Context: an optimization exercise on an open-source flow, tuned for small area, a short achievable clock period and few clock cycles per item. The choices shown serve that exercise and are no tape-out recipe.
At most, simulation tests tie the RTL to the original design; equivalence was not proved.
Power figures rest on the tool's default switching activity, not on a simulated workload.

## rev 12
Design lc4_processor, start of the top module:
module lc4_processor(input wire         clk,
                     input wire         rst,
                     input wire         gwe,
                     output wire [15:0] o_cur_pc,
                     input wire [15:0]  i_cur_insn_A,
                     input wire [15:0]  i_cur_insn_B,
                     output wire [15:0] o_dmem_addr,
                     input wire [15:0]  i_cur_dmem_data,
                     output wire        o_dmem_we,
                     output wire [15:0] o_dmem_towrite,
                     output wire [ 1:0] test_stall_A,
                     output wire [ 1:0] test_stall_B,
                     output wire [15:0] test_cur_pc_A,
                     output wire [15:0] test_cur_pc_B,
                     output wire [15:0] test_cur_insn_A,
                     output wire [15:0] test_cur_insn_B,
                     output wire        test_regfile_we_A,
                     output wire        test_regfile_we_B,
                     output wire [ 2:0] test_regfile_wsel_A,
                     output wire [ 2:0] test_regfile_wsel_B,
                     output wire [15:0] test_regfile_data_A,
                     output wire [15:0] test_regfile_data_B,
                     output wire        test_nzp_we_A,
                     output wire        test_nzp_we_B,
                     output wire [ 2:0] test_nzp_new_bits_A,
                     output wire [ 2:0] test_nzp_new_bits_B,
                     output wire        test_dmem_we_A,
                     output wire        test_dmem_we_B,
                     output wire [15:0] test_dmem_addr_A,
                     output wire [15:0] test_dmem_addr_B,
                     output wire [15:0] test_dmem_data_A,
                     output wire [15:0] test_dmem_data_B,
                     input  wire [ 7:0] switch_data,
                     output wire [15:0] seven_segment_data,
                     output wire [ 7:0] led_data
                     );
clock: 38.0 ns
lec_check: 0
cap_margin: 30
core_margin: 2
core_utilization: 40
slew_margin: 50
buffer_ports_args: -buffer_cell sky130_fd_sc_hd__buf_4
standard.sh (not shown) runs the stock make flow with config.mk's settings and CLKGATE_MAP_FILE= SYNTH_SCRIPT=/design/flow/synth_recipe.tcl, a recipe that flattens the netlist after the stock synthesis.
==> flow/flow/run.sh <==
#!/bin/bash
set -euo pipefail
cat >> config.mk <<'EOC'
export BUFFER_PORTS_ARGS = -buffer_cell sky130_fd_sc_hd__buf_4
EOC
bash standard.sh > flow.log 2>&1
Rev 12 | stages: all done | timing, DRC, antenna: all pass
Modified inputs, rev 13 compared to rev 12
--- a/flow/design.v
+++ b/flow/design.v
@@ -150,25 +150,19 @@
                           (op_cmp & I[8])   ? imm7 : b;
    wire cmp_signed = ~I[7];
    wire a_x = op_cmp & cmp_signed & a[15];
    wire b_x = op_cmp & cmp_signed & add_bsrc[15];
    wire [16:0] sum;
    lc4_fastadd #(17) u_add (.a({a_x, a}), .b({b_x, add_bsrc} ^ {17{addsub_neg}}), .ci(addsub_neg),
                             .s(sum), .co());
    wire cmp_eq = (sum[15:0] == 16'd0);
    wire [15:0] cmp_res = cmp_eq ? 16'h0000 : sum[16] ? 16'hFFFF : 16'h0001;
-   wire [15:0] mpp [0:15];
-   genvar mi;
-   generate for (mi = 0; mi < 16; mi = mi + 1) begin : mpart
-      assign mpp[mi] = b[mi] ? (a << mi) : 16'd0;
-   end endgenerate
-   wire [15:0] mul_res = mpp[0] + mpp[1] + mpp[2] + mpp[3] + mpp[4] + mpp[5] + mpp[6] + mpp[7] +
-                         mpp[8] + mpp[9] + mpp[10] + mpp[11] + mpp[12] + mpp[13] + mpp[14] + mpp[15];
+   wire [15:0] mul_res = a * b;
    wire [15:0] logic_res = (I[5] | I[4:3] == 2'b00) ? (a & (I[5] ? imm5 : b)) :
                            (I[4:3] == 2'b01)        ? ~a :
                            (I[4:3] == 2'b10)        ? (a | b) : (a ^ b);
    wire [15:0] shl = a << I[3:0];
    wire [31:0] shr_w = {{16{I[4] & a[15]}}, a} >> I[3:0];
    wire [15:0] shr = shr_w[15:0];
    wire [15:0] da = a;
    wire [15:0] db = b;
    wire dv_first = (dv_cnt == 3'd0);
Results
Sort rev 13 and rev 12 by area of the die, descending, and rev 13 comes first. | share of the cycle needed by the critical path after routing | lower: rev 13 |. Going from rev 12 to rev 13, the number of combinational gates with multiple inputs was found to have gone up by about 1.3%. Rev 13 and rev 12 ended up with roughly the same synthesis-to-finish area growth. Delta (rev 13 minus rev 12): signal arrival time at the worst endpoint shows a reduction of 0.67 ns; TritonCTS buffer count shows an increase of 11%. Compared with rev 12, rev 13 shows a transition time of the tightest slew-check pin that is 0.025 ns higher. Summary of rev 13 over rev 12: via count of the first global-routing pass grew by 223, overall power after layout shrank by 21 uW, post-synthesis instance area grew by 1.7%, via count grew by 147. Rev 13 vs rev 12: die boundary width up slightly. The switching share of total power of rev 13 exceeds that of rev 12 by 0.20 points. The routed wire length number comes out lower for rev 13 vs rev 12.
Testbench counts of rev 13, summed over its fixed seeds: cycles 73,510, instructions 64,000.
No functional check of the RTL was part of rev 12.

lc4_processor again, from the RTL that the note above started with.
export LEC_CHECK = 0
export CAP_MARGIN = 30
export CORE_MARGIN = 2
export CORE_UTILIZATION = 35
export SLEW_MARGIN = 50
export BUFFER_PORTS_ARGS = -buffer_cell sky130_fd_sc_hd__buf_4
create_clock -name core_clock -period 38.0 [get_ports {clk}]
Scripts as last shown in full above: flow/flow/run.sh
==> next run, changes <==
--- a/flow/design.v
+++ b/flow/design.v
@@ -150,25 +150,19 @@
                           (op_cmp & I[8])   ? imm7 : b;
    wire cmp_signed = ~I[7];
    wire a_x = op_cmp & cmp_signed & a[15];
    wire b_x = op_cmp & cmp_signed & add_bsrc[15];
    wire [16:0] sum;
    lc4_fastadd #(17) u_add (.a({a_x, a}), .b({b_x, add_bsrc} ^ {17{addsub_neg}}), .ci(addsub_neg),
                             .s(sum), .co());
    wire cmp_eq = (sum[15:0] == 16'd0);
    wire [15:0] cmp_res = cmp_eq ? 16'h0000 : sum[16] ? 16'hFFFF : 16'h0001;
-   wire [15:0] mpp [0:15];
-   genvar mi;
-   generate for (mi = 0; mi < 16; mi = mi + 1) begin : mpart
-      assign mpp[mi] = b[mi] ? (a << mi) : 16'd0;
-   end endgenerate
-   wire [15:0] mul_res = mpp[0] + mpp[1] + mpp[2] + mpp[3] + mpp[4] + mpp[5] + mpp[6] + mpp[7] +
-                         mpp[8] + mpp[9] + mpp[10] + mpp[11] + mpp[12] + mpp[13] + mpp[14] + mpp[15];
+   wire [15:0] mul_res = a * b;
    wire [15:0] logic_res = (I[5] | I[4:3] == 2'b00) ? (a & (I[5] ? imm5 : b)) :
                            (I[4:3] == 2'b01)        ? ~a :
                            (I[4:3] == 2'b10)        ? (a | b) : (a ^ b);
    wire [15:0] shl = a << I[3:0];
    wire [31:0] shr_w = {{16{I[4] & a[15]}}, a} >> I[3:0];
    wire [15:0] shr = shr_w[15:0];
    wire [15:0] da = a;
    wire [15:0] db = b;
    wire dv_first = (dv_cnt == 3'd0);
Die area rose by 1.6%.
Final area goes up by 2.1%.
Flip-flop and latch count does not change.
Global-route usage drops by 0.73 points.
Synthesized area increases by 1.7%.
Testbench counts after the change, summed over its fixed seeds: cycles 73,510, instructions 64,000.
No functional check of the RTL was part of the first run of this note.

## what the ideal ports hide
No port has a modelled driver above. Below, the same layouts with a new extraction and two added sets of constraints.
Step 1, drivers: a clkbuf_16 drives clk and a buf_2 each remaining input, both assumed.
Step 2 times the ports against the registers' clock, not the clock port: input delays grow and output delays shrink by t, the midpoint of the rising clock arrivals with the driver on.
Slacks: ideal ports / drivers / drivers and shift; pairs: ideal ports / drivers.
run | t (ns) | slack for setup (ns) | latest minus earliest clock arrival (ns) | worst register clock-pin slew, ns
rev 12 | 0.631 | 28.018 / 28.018 / 28.018 | 0.035 / 0.035 | 0.07 / 0.07
rev 13 | 0.642 | 28.668 / 28.668 / 28.320 | 0.046 / 0.046 | 0.06 / 0.06
the first run of note 2 | 0.612 | 28.355 / 28.355 / 28.249 | 0.034 / 0.034 | 0.07 / 0.07
the second run of note 2 | 0.655 | 28.306 / 28.306 / 28.306 | 0.025 / 0.025 | 0.07 / 0.07
After both steps setup and hold are still met in every run listed. The setup slack of rev 13, which loses most, moves by 0.000 ns with the drivers and by -0.348 ns with both steps.
